Context: an optimization exercise on an open-source flow, tuned for small area, a short achievable clock period and few clock cycles per item. The choices shown serve that exercise and are no tape-out recipe.
RTL that was checked went through simulation tests only; none was proved equivalent to the original.

==> inputs of trial 79 <==
Design riscv_m_unit, start of the top module:
module riscv_m_unit(
    input  logic        clk,
    input  logic        resetn,
    input  logic        valid,
    input  logic [31:0] instruction,
    input  logic [31:0] rs1,
    input  logic [31:0] rs2,
    output logic        wr,
    output logic [31:0] rd,
    output logic        busy,
    output logic        ready
);
clock: 11.0 ns
lec_check: 0
cap_margin: 20
core_margin: 2
core_utilization: 40
setup_slack_margin: 5
slew_margin: 20
tns_end_percent: 100
run.sh (not shown) runs the stock make flow with config.mk's settings and CLKGATE_MAP_FILE= SYNTH_SCRIPT=/design/flow/synth_recipe.tcl, a recipe that flattens the netlist after the stock synthesis.
==> inputs of trial 14, as changes to trial 79 <==
--- a/flow/design.v
+++ b/flow/design.v
@@ -23,22 +23,14 @@
                        S_FIXS  = 4'd9,
                        S_MQ3   = 4'd10,
                        S_MQSUB = 4'd11,
                        S_DONE  = 4'd12;
 function automatic [4:0] hipos(input logic [31:0] v);
-    logic [7:0]  nz;
-    logic [15:0] pos;
-    logic [2:0]  hn;
     integer i;
-    for (i = 0; i < 8; i = i + 1) begin
-        nz[i] = |v[4*i +: 4];
-        pos[2*i +: 2] = v[4*i+3] ? 2'd3 : v[4*i+2] ? 2'd2 : v[4*i+1] ? 2'd1 : 2'd0;
-    end
-    hn = 3'd0;
-    for (i = 0; i < 8; i = i + 1)
-        if (nz[i]) hn = i[2:0];
-    hipos = {hn, pos[2*hn +: 2]};
+    hipos = 5'd0;
+    for (i = 0; i < 32; i = i + 1)
+        if (v[i]) hipos = i[4:0];
 endfunction
 function automatic [2:0] m3add(input logic [2:0] a, input logic [2:0] b);
     m3add[0] = (a[0] & b[0]) | (a[1] & b[2]) | (a[2] & b[1]);
     m3add[1] = (a[0] & b[1]) | (a[1] & b[0]) | (a[2] & b[2]);
     m3add[2] = (a[0] & b[2]) | (a[1] & b[1]) | (a[2] & b[0]);
@@ -102,11 +94,11 @@
 logic [4:0]  cnt;
 logic [2:0]  f3;
 logic        cust;
 logic        sn, sd, dzq, qzq;
 logic        k_dneg;         
-logic        k_a0, k_q1, k_x, k_h, k_l, k_q, k_inv;
+logic        k_q1, k_x, k_h, k_l, k_q, k_ainv, k_bn;
 logic [2:0]  k_b0, k_b1;         
 logic [2:0]  b0_n, b1_n;
 wire acc_m  = (instruction[6:0] == 7'b0110011) && (instruction[31:25] == 7'b0000001);
 wire acc_c  = (instruction[6:0] == 7'b0001011);
 wire accept = valid && (acc_m || acc_c);
@@ -128,41 +120,41 @@
 wire [4:0]  lim     = op_mulq ? 5'd4 : 5'd8;
 wire [4:0]  cnt_n   = cnt + 5'd1;
 wire        mul_end = mul_now & (cnt_n == lim);
 wire [36:0] xs      = {{4{X[32] & op_mulc}}, X};
 wire [16:0] d3 = div3({H[11:0], L[31:28]});
-wire         inv0   = k_inv | k_dneg | k_b0[0];
-wire         gx     = k_x;
+wire         inv0   = k_bn | k_dneg | k_b0[0];
 wire [36:0]  hs     = {{3{H[33]}}, H};
-wire [36:0]  add_a  = k_a0 ? 37'd0 : hs;
-wire [36:0]  add_b0 = ((xs & {37{gx | k_b0[2]}}) | ({xs[35:0], 1'b0} & {37{k_b0[1]}})
-                     | ({5'd0, H[31:0]} & {37{k_h}}) | ({5'd0, L} & {37{k_l}})
+wire [36:0]  add_a  = ((hs & {37{k_h}}) | ({5'd0, L} & {37{k_l}})) ^ {37{k_ainv}};
+wire [36:0]  add_b0 = ((xs & {37{k_x | k_b0[2]}}) | ({xs[35:0], 1'b0} & {37{k_b0[1]}})
                      | (QV & {37{k_q}})) ^ {37{inv0}};
 wire [36:0]  add_b1 = (({xs[34:0], 2'b00} & {37{k_b1[2]}}) | ({xs[33:0], 3'b000} & {37{k_b1[1]}})
                      | (QV & {37{k_q1}})) ^ {37{k_b1[0] | k_q1}};
-wire         c0     = inv0;
+wire         c0     = inv0 | k_ainv;
 wire         c1     = k_b1[0] | k_q1;
 wire [36:0]  csa_s  = add_a ^ add_b0 ^ add_b1;
 wire [36:0]  csa_c  = (add_a & add_b0) | (add_a & add_b1) | (add_b0 & add_b1);
-wire [36:0]  S      = csa_s + {csa_c[35:0], c0} + {36'd0, c1};
+wire [37:0]  sum_x  = {csa_s, c1} + {csa_c[35:0], c0, c1};
+wire [36:0]  S      = sum_x[37:1];
 wire         s_neg  = S[36];
+wire         q_neg  = S[16];
 always_comb begin
     nst = st;
     case (st)
         S_IDLE:  nst = accept ? S_START : S_IDLE;
         S_START: begin
-            if (cust & ~f3[1]) nst = s_neg ? S_FIXS : S_DONE;
+            if (cust & ~f3[1]) nst = q_neg ? S_FIXS : S_DONE;
             else if (op_div)   nst = S_ALIGN;
         end
         S_MFIN:  nst = S_DONE;
         S_ALIGN: nst = (dzq | qzq) ? S_DONE : S_DIV;
         S_DIV:   if (cnt == 5'd0) nst = div_q ? (need_neg ? S_FIN : S_DONE) : S_RFIX;
         S_RFIX:  nst = sn ? S_FIN : S_DONE;
         S_FIN:   nst = S_DONE;
-        S_FIXS:  nst = s_neg ? S_FIXS : S_DONE;
+        S_FIXS:  nst = q_neg ? S_FIXS : S_DONE;
         S_MQ3:   nst = S_MQSUB;
-        S_MQSUB: nst = s_neg ? S_FIXS : S_DONE;
+        S_MQSUB: nst = q_neg ? S_FIXS : S_DONE;
         S_DONE:  nst = S_IDLE;
         default: nst = S_IDLE;
     endcase
     if (mul_now)
         nst = mul_end ? (op_mulq ? S_MQ3 : ((mulhu & L[3]) ? S_MFIN : S_DONE)) : S_MUL;
@@ -206,18 +198,18 @@
     endcase
 end
 always_ff @(posedge clk) begin
     k_b0   <= b0_n;
     k_b1   <= b1_n;
-    k_a0   <= (op_n == OP_MUL0) | (op_n == OP_NEGH) | (op_n == OP_NEGX) | (op_n == OP_NEGL);
+    k_h    <= (op_n != OP_MUL0) & (op_n != OP_NEGX) & (op_n != OP_NEGL);
     k_q1   <= (op_n == OP_ADDM);
     k_x    <= (op_n == OP_ADDM) | (op_n == OP_SUBM) | (op_n == OP_NEGX) | (op_n == OP_DIV)
             | ((op_n == OP_RFIX) & s_neg) | (op_n == OP_MFIN);
-    k_h    <= (op_n == OP_NEGH);
     k_l    <= (op_n == OP_NEGL);
     k_q    <= (op_n == OP_ADDQ);
-    k_inv  <= (op_n == OP_SUBM) | (op_n == OP_NEGH) | (op_n == OP_NEGX) | (op_n == OP_NEGL);
+    k_ainv <= (op_n == OP_NEGH) | (op_n == OP_NEGL);
+    k_bn   <= (op_n == OP_SUBM) | (op_n == OP_NEGX);
     k_dneg <= (op_n == OP_DIV) & ((st == S_DIV) ? ~s_neg : 1'b1);
 end
 always_ff @(posedge clk or negedge resetn) begin
     if (!resetn) begin
         st     <= S_IDLE;
==> flow/flow/run.sh (new file) <==
#!/bin/bash
set -euo pipefail
bash standard.sh SETUP_SLACK_MARGIN=6.5 finish > standard_flow.log 2>&1
==> flow/standard.sh (new file) <==
#!/bin/bash
# synth_recipe.tcl (not shown) runs the flow's synth.tcl, then flattens the netlist and writes it again
# the make line also repeats each setting of config.mk as NAME=value (left out here)
make -C /OpenROAD-flow-scripts/flow DESIGN_CONFIG=/design/flow/config.mk WORK_HOME=/design/flow/orfs CLKGATE_MAP_FILE= SYNTH_SCRIPT=/design/flow/synth_recipe.tcl "${@:-finish}"
- CORE_UTILIZATION: 40 -> 60
- SETUP_SLACK_MARGIN: 5 -> default
removed: flow/run.sh
==> inputs of trial 26, as changes to trial 79 <==
--- a/flow/design.v
+++ b/flow/design.v
@@ -14,31 +14,22 @@
 localparam logic [3:0] S_IDLE  = 4'd0,
                        S_START = 4'd1,
                        S_MUL   = 4'd2,
                        S_MFIN  = 4'd3,
                        S_NEGX  = 4'd4,
-                       S_ALIGN = 4'd5,
                        S_DIV   = 4'd6,
                        S_FIN   = 4'd7,
                        S_RFIX  = 4'd8,
                        S_FIXS  = 4'd9,
                        S_MQ3   = 4'd10,
                        S_MQSUB = 4'd11,
                        S_DONE  = 4'd12;
 function automatic [4:0] hipos(input logic [31:0] v);
-    logic [7:0]  nz;
-    logic [15:0] pos;
-    logic [2:0]  hn;
     integer i;
-    for (i = 0; i < 8; i = i + 1) begin
-        nz[i] = |v[4*i +: 4];
-        pos[2*i +: 2] = v[4*i+3] ? 2'd3 : v[4*i+2] ? 2'd2 : v[4*i+1] ? 2'd1 : 2'd0;
-    end
-    hn = 3'd0;
-    for (i = 0; i < 8; i = i + 1)
-        if (nz[i]) hn = i[2:0];
-    hipos = {hn, pos[2*hn +: 2]};
+    hipos = 5'd0;
+    for (i = 0; i < 32; i = i + 1)
+        if (v[i]) hipos = i[4:0];
 endfunction
 function automatic [2:0] m3add(input logic [2:0] a, input logic [2:0] b);
     m3add[0] = (a[0] & b[0]) | (a[1] & b[2]) | (a[2] & b[1]);
     m3add[1] = (a[0] & b[1]) | (a[1] & b[0]) | (a[2] & b[2]);
     m3add[2] = (a[0] & b[2]) | (a[1] & b[1]) | (a[2] & b[0]);
@@ -100,13 +91,14 @@
 logic [32:0] X;
 logic [31:0] L;
 logic [4:0]  cnt;
 logic [2:0]  f3;
 logic        cust;
-logic        sn, sd, dzq, qzq;
+logic        sn, sd;
+logic [4:0]  php, pxp;       
 logic        k_dneg;         
-logic        k_a0, k_q1, k_x, k_h, k_l, k_q, k_inv;
+logic        k_q1, k_x, k_h, k_l, k_q, k_ainv, k_bn;
 logic [2:0]  k_b0, k_b1;         
 logic [2:0]  b0_n, b1_n;
 wire acc_m  = (instruction[6:0] == 7'b0110011) && (instruction[31:25] == 7'b0000001);
 wire acc_c  = (instruction[6:0] == 7'b0001011);
 wire accept = valid && (acc_m || acc_c);
@@ -114,55 +106,55 @@
 wire op_mulc = op_mulq | (~cust & ~f3[2]);     
 wire op_div  = ~cust & f3[2];
 wire div_q   = ~f3[1];           
 wire mul_lo  = ~cust & (f3 == 3'd0);
 wire mulhu   = ~cust & (f3 == 3'd3);
-wire [4:0] ph    = hipos(H[31:0] ^ {32{sn}});
-wire [4:0] px    = hipos(X[31:0] ^ {32{sd}});
-wire [5:0] sdiff = {1'b0, ph} + {5'd0, sn} - {1'b0, px};
+wire sn_i = rs1[31] & ~instruction[12];
+wire sd_i = rs2[31] & ~instruction[12];
+wire [5:0] sdiff = {1'b0, php} + {5'd0, sn} - {1'b0, pxp};
 wire dz  = (X[31:0] == 32'd0);
 wire qz  = sdiff[5];
-wire [32:0] xsh = {1'b0, X[31:0]} << cnt;
+wire [32:0] xsh = X << sdiff[4:0];
 wire need_neg = div_q ? (sn ^ sd) : sn;
 wire dstart = (st == S_START) & op_div;
 wire        mul_now = (st == S_MUL) | ((st == S_START) & op_mulc);
 wire [4:0]  lim     = op_mulq ? 5'd4 : 5'd8;
 wire [4:0]  cnt_n   = cnt + 5'd1;
 wire        mul_end = mul_now & (cnt_n == lim);
 wire [36:0] xs      = {{4{X[32] & op_mulc}}, X};
 wire [16:0] d3 = div3({H[11:0], L[31:28]});
-wire         inv0   = k_inv | k_dneg | k_b0[0];
-wire         gx     = k_x;
+wire         inv0   = k_bn | k_dneg | k_b0[0];
 wire [36:0]  hs     = {{3{H[33]}}, H};
-wire [36:0]  add_a  = k_a0 ? 37'd0 : hs;
-wire [36:0]  add_b0 = ((xs & {37{gx | k_b0[2]}}) | ({xs[35:0], 1'b0} & {37{k_b0[1]}})
-                     | ({5'd0, H[31:0]} & {37{k_h}}) | ({5'd0, L} & {37{k_l}})
+wire [36:0]  add_a  = ((hs & {37{k_h}}) | ({5'd0, L} & {37{k_l}})) ^ {37{k_ainv}};
+wire [36:0]  add_b0 = ((xs & {37{k_x | k_b0[2]}}) | ({xs[35:0], 1'b0} & {37{k_b0[1]}})
                      | (QV & {37{k_q}})) ^ {37{inv0}};
 wire [36:0]  add_b1 = (({xs[34:0], 2'b00} & {37{k_b1[2]}}) | ({xs[33:0], 3'b000} & {37{k_b1[1]}})
                      | (QV & {37{k_q1}})) ^ {37{k_b1[0] | k_q1}};
-wire         c0     = inv0;
+wire         c0     = inv0 | k_ainv;
 wire         c1     = k_b1[0] | k_q1;
 wire [36:0]  csa_s  = add_a ^ add_b0 ^ add_b1;
 wire [36:0]  csa_c  = (add_a & add_b0) | (add_a & add_b1) | (add_b0 & add_b1);
-wire [36:0]  S      = csa_s + {csa_c[35:0], c0} + {36'd0, c1};
+wire [37:0]  sum_x  = {csa_s, c1} + {csa_c[35:0], c0, c1};
+wire [36:0]  S      = sum_x[37:1];
 wire         s_neg  = S[36];
+wire         q_neg  = S[16];
 always_comb begin
     nst = st;
     case (st)
         S_IDLE:  nst = accept ? S_START : S_IDLE;
         S_START: begin
-            if (cust & ~f3[1]) nst = s_neg ? S_FIXS : S_DONE;
-            else if (op_div)   nst = S_ALIGN;
-        end
+            if (cust & ~f3[1]) nst = q_neg ? S_FIXS : S_DONE;
+            else if (op_div)   nst = (dz | qz) ? S_DONE : (sd ? S_NEGX : S_DIV);
+        end
+        S_NEGX:  nst = S_DIV;
         S_MFIN:  nst = S_DONE;
-        S_ALIGN: nst = (dzq | qzq) ? S_DONE : S_DIV;
         S_DIV:   if (cnt == 5'd0) nst = div_q ? (need_neg ? S_FIN : S_DONE) : S_RFIX;
         S_RFIX:  nst = sn ? S_FIN : S_DONE;
         S_FIN:   nst = S_DONE;
-        S_FIXS:  nst = s_neg ? S_FIXS : S_DONE;
+        S_FIXS:  nst = q_neg ? S_FIXS : S_DONE;
         S_MQ3:   nst = S_MQSUB;
-        S_MQSUB: nst = s_neg ? S_FIXS : S_DONE;
+        S_MQSUB: nst = q_neg ? S_FIXS : S_DONE;
         S_DONE:  nst = S_IDLE;
         default: nst = S_IDLE;
     endcase
     if (mul_now)
         nst = mul_end ? (op_mulq ? S_MQ3 : ((mulhu & L[3]) ? S_MFIN : S_DONE)) : S_MUL;
@@ -178,14 +170,14 @@
                 b0_n = bsel({rs1[1:0], 1'b0});
                 b1_n = bsel(rs1[3:1]);
             end else if (instruction[3])
                 op_n = instruction[12] ? OP_SUBM : OP_ADDM;
             else
-                op_n = OP_NEGX;
+                op_n = OP_NEGH;
         end
         S_START: begin
-            if (op_div)        op_n = OP_NEGH;
+            if (op_div)        op_n = sd ? OP_NEGX : OP_DIV;
             else if (op_mulc) begin
                 op_n = OP_MUL;
                 b0_n = bsel(L[5:3]);
                 b1_n = bsel(L[7:5]);
             end
@@ -196,28 +188,28 @@
                 op_n = OP_MUL;
                 b0_n = bsel(L[5:3]);
                 b1_n = bsel(L[7:5]);
             end
         end
-        S_ALIGN: op_n = OP_DIV;
+        S_NEGX:  op_n = OP_DIV;
         S_DIV:   op_n = (cnt == 5'd0) ? (div_q ? OP_NEGL : OP_RFIX) : OP_DIV;
         S_RFIX:  op_n = OP_NEGH;
         S_MQ3:   op_n = OP_SUBM;
         default: op_n = OP_ADDQ;
     endcase
 end
 always_ff @(posedge clk) begin
     k_b0   <= b0_n;
     k_b1   <= b1_n;
-    k_a0   <= (op_n == OP_MUL0) | (op_n == OP_NEGH) | (op_n == OP_NEGX) | (op_n == OP_NEGL);
+    k_h    <= (op_n != OP_MUL0) & (op_n != OP_NEGX) & (op_n != OP_NEGL);
     k_q1   <= (op_n == OP_ADDM);
     k_x    <= (op_n == OP_ADDM) | (op_n == OP_SUBM) | (op_n == OP_NEGX) | (op_n == OP_DIV)
             | ((op_n == OP_RFIX) & s_neg) | (op_n == OP_MFIN);
-    k_h    <= (op_n == OP_NEGH);
     k_l    <= (op_n == OP_NEGL);
     k_q    <= (op_n == OP_ADDQ);
-    k_inv  <= (op_n == OP_SUBM) | (op_n == OP_NEGH) | (op_n == OP_NEGX) | (op_n == OP_NEGL);
+    k_ainv <= (op_n == OP_NEGH) | (op_n == OP_NEGL);
+    k_bn   <= (op_n == OP_SUBM) | (op_n == OP_NEGX);
     k_dneg <= (op_n == OP_DIV) & ((st == S_DIV) ? ~s_neg : 1'b1);
 end
 always_ff @(posedge clk or negedge resetn) begin
     if (!resetn) begin
         st     <= S_IDLE;
@@ -232,36 +224,34 @@
 always_ff @(posedge clk)
     rsel <= mul_lo | (op_div & div_q & (st != S_FIN));
 always_ff @(posedge clk) begin
     if (st == S_IDLE) begin
         H    <= {2'b00, rs1};
-        X    <= {rs2[31] & ~instruction[14] & ~instruction[13] & ~instruction[3], rs2};
+        X    <= {rs2[31] & ~instruction[3] & (instruction[14] ? ~instruction[12] : ~instruction[13]), rs2};
+        php  <= hipos(rs1 ^ {32{sn_i}});
+        pxp  <= hipos(rs2 ^ {32{sd_i}});
         L    <= rs1;
         f3   <= instruction[14:12];
         cust <= instruction[3];
-        sn   <= rs1[31] & ~instruction[12];
-        sd   <= rs2[31] & ~instruction[12];
+        sn   <= sn_i;
+        sd   <= sd_i;
         cnt  <= 5'd0;
     end
     if (mul_now) begin
         cnt  <= cnt_n;
         H    <= {S[36], S[36:4]};
         L    <= {S[3:0], L[31:4]};
     end
     if (dstart) begin
         L   <= dz ? 32'hffffffff : 32'd0;
-        dzq <= dz;
-        qzq <= qz;
         cnt <= sdiff[4:0];
-        if (sd) X <= {1'b0, S[31:0]};
+        X   <= xsh;
+        if (sn & ~dz & ~qz) H <= {2'b00, S[31:0]};
     end
     case (st)
         S_START: if (cust & ~f3[1]) H <= S[33:0];
-        S_ALIGN: begin
-            X <= xsh;
-            if (sn & ~dzq & ~qzq) H <= {2'b00, S[31:0]};
-        end
+        S_NEGX:  X <= S[32:0];
         S_DIV: begin
             H <= S[33:0];
             L <= {L[30:0], ~s_neg};
             if (cnt != 5'd0) begin
                 X   <= {1'b0, X[32:1]};
==> flow/flow/run.sh (new file) <==
#!/bin/bash
set -euo pipefail
bash standard.sh SETUP_SLACK_MARGIN=6.5 finish > standard_flow.log 2>&1
==> flow/standard.sh (new file) <==
#!/bin/bash
# synth_recipe.tcl (not shown) runs the flow's synth.tcl, then flattens the netlist and writes it again
# the make line also repeats each setting of config.mk as NAME=value (left out here)
make -C /OpenROAD-flow-scripts/flow DESIGN_CONFIG=/design/flow/config.mk WORK_HOME=/design/flow/orfs CLKGATE_MAP_FILE= SYNTH_SCRIPT=/design/flow/synth_recipe.tcl "${@:-finish}"
- SETUP_SLACK_MARGIN: 5 -> default
removed: flow/run.sh
==> notes <==
Between trial 26 and trial 14, the lower sequential share of layout area is in trial 14 (gap 0.26 points).
Die area, highest first: trial 26, trial 79, trial 14.
Worst hold slack: trial 14 < trial 79 < trial 26.
Against trial 79, the setup slack of trial 14 is higher by 1.2 ns.
First-iteration DRC count: trial 14 > trial 79 > trial 26.
The lowest cell count belongs to trial 14, the highest to trial 26.
Testbench counts of trial 14, summed over its fixed seeds: cycles 40,021, items 4,800.
Function not checked in trial 79 and trial 26: the RTL went through the layout flow alone.

## separate check: timing with driven ports
How much do the figures lean on ideal ports? The routed layouts below were timed once more, with nothing changed but the port constraints. Step 1 sets driving cells, clkbuf_16 on the clock port and buf_2 on the other inputs (assumed; they add their load-dependent delay and slew). Step 2 times the ports against the registers' clock, not the clock port: input delays grow and output delays shrink by t, the midpoint of the rising clock arrivals with the driver on. Slacks: ideal ports / drivers / drivers and shift; pairs: ideal ports / drivers.
| run | t, ns | setup slack, ns | pins driven straight from the clock port |
|---|---|---|---|
| trial 79 | 0.508 | 5.269 / 5.269 / 5.269 | 1 |
| trial 14 | 0.488 | 6.471 / 6.471 / 6.471 | 1 |
| trial 26 | 0.516 | 6.392 / 6.392 / 6.179 | 1 |
After both steps setup and hold are still met in every run listed. The setup slack of trial 26, which loses most, moves by 0.000 ns with the drivers and by -0.213 ns with both steps.
